From an optimization exercise on the open Yosys and OpenROAD flow, aimed at small area; shortcuts taken in it are not production practice.
In this exercise RTL edits were held to simulation tests only and were not proved equivalent to the original.
No activity file was given, so power comes from the tool's default toggle rates.

==> trial 25: inputs <==
==> flow/design.v (excerpt) <==
module adas_top
(
    input clk,
    input rst_n,
    input timer_trick_i,
    input mode_i,
    input [1:0] redlight_i,
    input [1:0] crosswall_i,
    input [7:0] distance_lidar_i,
    input [7:0] distance_cam_i,
    input [7:0] speed_measured_i,
    input [7:0] following_distance_i,
    input [7:0] speed_i,
    output gas_o,
    output brake_o,
    output redlight_o,
    output crosswall_o,
    output [7:0] following_distance_o
);
reg        gas_r, brake_r;
reg [7:0]  tn_r;    
reg [8:0]  x_r;
reg [7:0]  y_r;
reg [1:0]  p_r;     
reg [7:0]  f_r;
assign gas_o = gas_r;
assign brake_o = brake_r;
assign following_distance_o = f_r;
assign redlight_o = redlight_i[0] & redlight_i[1];
assign crosswall_o = crosswall_i[0] & crosswall_i[1];
wire [5:0] bc;
wire [4:0] d;
assign bc[0] = 1'b1;
genvar k;
generate for (k = 0; k < 5; k = k + 1) begin : g_sub
    assign d[k] = distance_cam_i[k] ^ ~distance_lidar_i[k] ^ bc[k];
    assign bc[k+1] = (distance_cam_i[k] & ~distance_lidar_i[k]) |
                     (distance_cam_i[k] & bc[k]) | (~distance_lidar_i[k] & bc[k]);
end endgenerate
wire [2:0] ch = distance_cam_i[7:5];
wire [2:0] lh = distance_lidar_i[7:5];
wire [2:0] lh1 = {lh[2] ^ (lh[1] & lh[0]), lh[1] ^ lh[0], ~lh[0]};
wire       hi_zero = bc[5] ? (ch == lh) : (ch == lh1);
wire       far = ~hi_zero | (d[4] & (d[3] | (d[2] & (d[1] | d[0]))));
wire       bo = ~bc[5] & (lh == 3'b111);
wire [3:0] e = far ? 4'd0 : d[4:1];
wire [8:0] ac;
wire [7:0] as;
assign ac[0] = 1'b0;
generate for (k = 0; k < 8; k = k + 1) begin : g_fus
    if (k < 4) begin : g_fa
        assign as[k] = distance_lidar_i[k] ^ e[k] ^ ac[k];
        assign ac[k+1] = (distance_lidar_i[k] & e[k]) | (distance_lidar_i[k] & ac[k]) | (e[k] & ac[k]);
    end else begin : g_ha
        assign as[k] = distance_lidar_i[k] ^ ac[k];
        assign ac[k+1] = distance_lidar_i[k] & ac[k];
    end
end endgenerate
wire [7:0] a = {as[7] ^ (bo & ~far), as[6:0]};
wire [9:0] ps, s;
wire [9:0] pc, sc;
assign pc[0] = 1'b0;
assign sc[0] = 1'b0;
generate for (k = 0; k < 9; k = k + 1) begin : g_sum
    wire ak = (k < 8) ? a[k] : 1'b0;
    wire yk = (k < 8) ? y_r[k] : 1'b0;
    assign ps[k] = x_r[k] ^ ak ^ pc[k];
    assign pc[k+1] = (x_r[k] & ak) | (x_r[k] & pc[k]) | (ak & pc[k]);
    assign s[k] = ps[k] ^ yk ^ sc[k];
  ...
Settings: LEC_CHECK=0, CAP_MARGIN=20, CORE_MARGIN=2, CORE_UTILIZATION=60, CTS_BUF_LIST=sky130_fd_sc_hd__clkbuf_4, SLEW_MARGIN=20; clock period 15.0 ns.
standard.sh (not shown) runs the stock make flow with config.mk's settings and CLKGATE_MAP_FILE= SYNTH_SCRIPT=/design/flow/synth_recipe.tcl, a recipe that flattens the netlist after the stock synthesis.
==> flow/flow/run.sh <==
#!/bin/bash
# Standard synthesis, then an area re-mapping of its combinational logic
# (flip-flops untouched), then the standard layout with buf_1 port buffers.
set -euo pipefail
R=orfs/results/sky130hd/adas_top/base
bash standard.sh synth > 1_standard_synth.log 2>&1
cp $R/1_2_yosys.v 1_2_yosys.standard.v
bash flow/resynth.sh 1_2_yosys.standard.v 1_2_yosys.resynth.v resynth > 2_resynth.log 2>&1
python3 flow/checkregs.py 1_2_yosys.standard.v 1_2_yosys.resynth.v > 3_checkregs.log 2>&1
cp 1_2_yosys.resynth.v $R/1_2_yosys.v
rm -f $R/1_synth.odb $R/1_synth.sdc
export BUFFER_PORTS_ARGS="-buffer_cell sky130_fd_sc_hd__buf_1"
export CTS_ARGS="-sink_clustering_enable -repair_clock_nets -buf_list sky130_fd_sc_hd__clkbuf_4 -dont_use_dummy_load"
bash standard.sh > 4_standard_layout.log 2>&1
==> flow/flow/area0.abc <==
strash
&get -n
&deepsyn -T 15
&put
dch
amap -F 4 -A 10 -x
==> flow/flow/area1.abc <==
strash
&get -n
&deepsyn -T 30
&put
dc2
dch
amap -F 4 -A 10 -x
==> flow/flow/area2.abc <==
strash
&get -n
&deepsyn -T 20 -S 3
&put
dch
amap -F 4 -A 10 -x
==> flow/flow/area3.abc <==
strash
&get -n
&deepsyn -T 45 -S 1
&put
dc2
dch
amap -F 4 -A 10 -x
Other scripts of this flow, unchanged in this note and not shown: flow/flow/checkregs.py, flow/flow/mkcomb.py, flow/flow/resynth.sh
==> trial 49: changes against trial 25 <==
==> flow/flow/area0.abc (replaced) <==
strash
&get -n
&deepsyn -T 8 -S 0
&put
dch
amap -F 4 -A 10 -x
strash
&get -n
&deepsyn -T 8 -S 0
&put
dch
amap -F 4 -A 10 -x
strash
&get -n
&deepsyn -T 8 -S 0
&put
dch
amap -F 4 -A 10 -x
strash
&get -n
&deepsyn -T 8 -S 0
&put
dch
amap -F 4 -A 10 -x
strash
&get -n
&deepsyn -T 8 -S 0
&put
dch
amap -F 4 -A 10 -x
strash
&get -n
&deepsyn -T 8 -S 0
&put
dch
amap -F 4 -A 10 -x
==> flow/flow/area1.abc (replaced) <==
strash
&get -n
&deepsyn -T 8 -S 1
&put
dc2
dch
amap -F 4 -A 10 -x
strash
&get -n
&deepsyn -T 8 -S 1
&put
dc2
dch
amap -F 4 -A 10 -x
strash
&get -n
&deepsyn -T 8 -S 1
&put
dc2
dch
amap -F 4 -A 10 -x
strash
&get -n
&deepsyn -T 8 -S 1
&put
dc2
dch
amap -F 4 -A 10 -x
strash
&get -n
&deepsyn -T 8 -S 1
&put
dc2
dch
amap -F 4 -A 10 -x
strash
&get -n
&deepsyn -T 8 -S 1
&put
dc2
dch
amap -F 4 -A 10 -x
==> flow/flow/area2.abc (replaced) <==
strash
&get -n
&deepsyn -T 12 -S 2
&put
dch
amap -F 4 -A 10 -x
strash
&get -n
&deepsyn -T 12 -S 2
&put
dch
amap -F 4 -A 10 -x
strash
&get -n
&deepsyn -T 12 -S 2
&put
dch
amap -F 4 -A 10 -x
strash
&get -n
&deepsyn -T 12 -S 2
&put
dch
amap -F 4 -A 10 -x
==> flow/flow/area3.abc (replaced) <==
strash
&get -n
&deepsyn -T 6 -S 3
&put
dch
amap -F 4 -A 10 -x
strash
&get -n
&deepsyn -T 6 -S 3
&put
dch
amap -F 4 -A 10 -x
strash
&get -n
&deepsyn -T 6 -S 3
&put
dch
amap -F 4 -A 10 -x
strash
&get -n
&deepsyn -T 6 -S 3
&put
dch
amap -F 4 -A 10 -x
strash
&get -n
&deepsyn -T 6 -S 3
&put
dch
amap -F 4 -A 10 -x
strash
&get -n
&deepsyn -T 6 -S 3
&put
dch
amap -F 4 -A 10 -x
strash
&get -n
&deepsyn -T 6 -S 3
&put
dch
amap -F 4 -A 10 -x
strash
&get -n
&deepsyn -T 6 -S 3
&put
dch
amap -F 4 -A 10 -x
==> impl_metrics.tcl <==
set metrics [dict create \
    status "timing/DRC/antenna clean" \
    fmax_mhz 77.0 \
    dr_wl_met3_um 378 \
    cellInternalPower_w 0.000193 \
    power-per-cell-area_nw_per_um2 122 \
    use_met2 0.455 \
    finalWeightedCongestion 0.829 \
    hold_ws_ns 0.480 \
    drive_gt1_frac 0.0189 \
    globalRouteMet1Util 0.305 \
    grt_max_degree 16 \
    netlist_instances 306 \
]
# the run above: trial 49

==> impl_metrics.tcl <==
set metrics [dict create \
    drive_gt1_frac 0.0132 \
    netlist_instances 315 \
    finalWeightedCongestion 0.838 \
    fmax_mhz 77.0 \
    area_share_nonclk_buffers 0.0787 \
    cellInternalPower_w 0.000221 \
    status "timing/DRC/antenna clean" \
    hold_ws_ns 0.473 \
    use_met2 0.401 \
    worst_skew_pair.late_latency_ns 0.34 \
    crit_start "distance_lidar_i[1]" \
    dr_wl_met3_um 239 \
    grt_max_degree 18 \
    power-per-cell-area_nw_per_um2 145 \
]
# the run above: trial 25

[afterwards: timing with drivers on the ports]
No port has a modelled driver above. Below, the same layouts with a new extraction and two added sets of constraints.
Step 1 assumes that a clkbuf_16 drives the clock port and a buf_2 every other input.
Step 2 moves the port delays by t, midway between the first and last clock arrival at a register: inputs arrive t later, outputs are due t later. That takes back most of the time a late clock gives input paths.
Three values: ideal, step 1, step 2; two values: the first two.
run | t (ns) | setup WS [ns] | worst setup path at the end | slew at the worst register clock pin (ns) | worst slew at a driven data input, ns
trial 25 | 0.362 | 2.010 / 2.011 / 1.648 | input to register | 0.10 / 0.10 | 0.03
trial 49 | 0.356 | 2.007 / 2.009 / 1.653 | input to register | 0.12 / 0.12 | 0.03
After both steps setup and hold are still met in every run listed. For trial 25, which loses most, drivers alone change the setup slack by +0.001 ns; drivers and shift together by -0.362 ns.
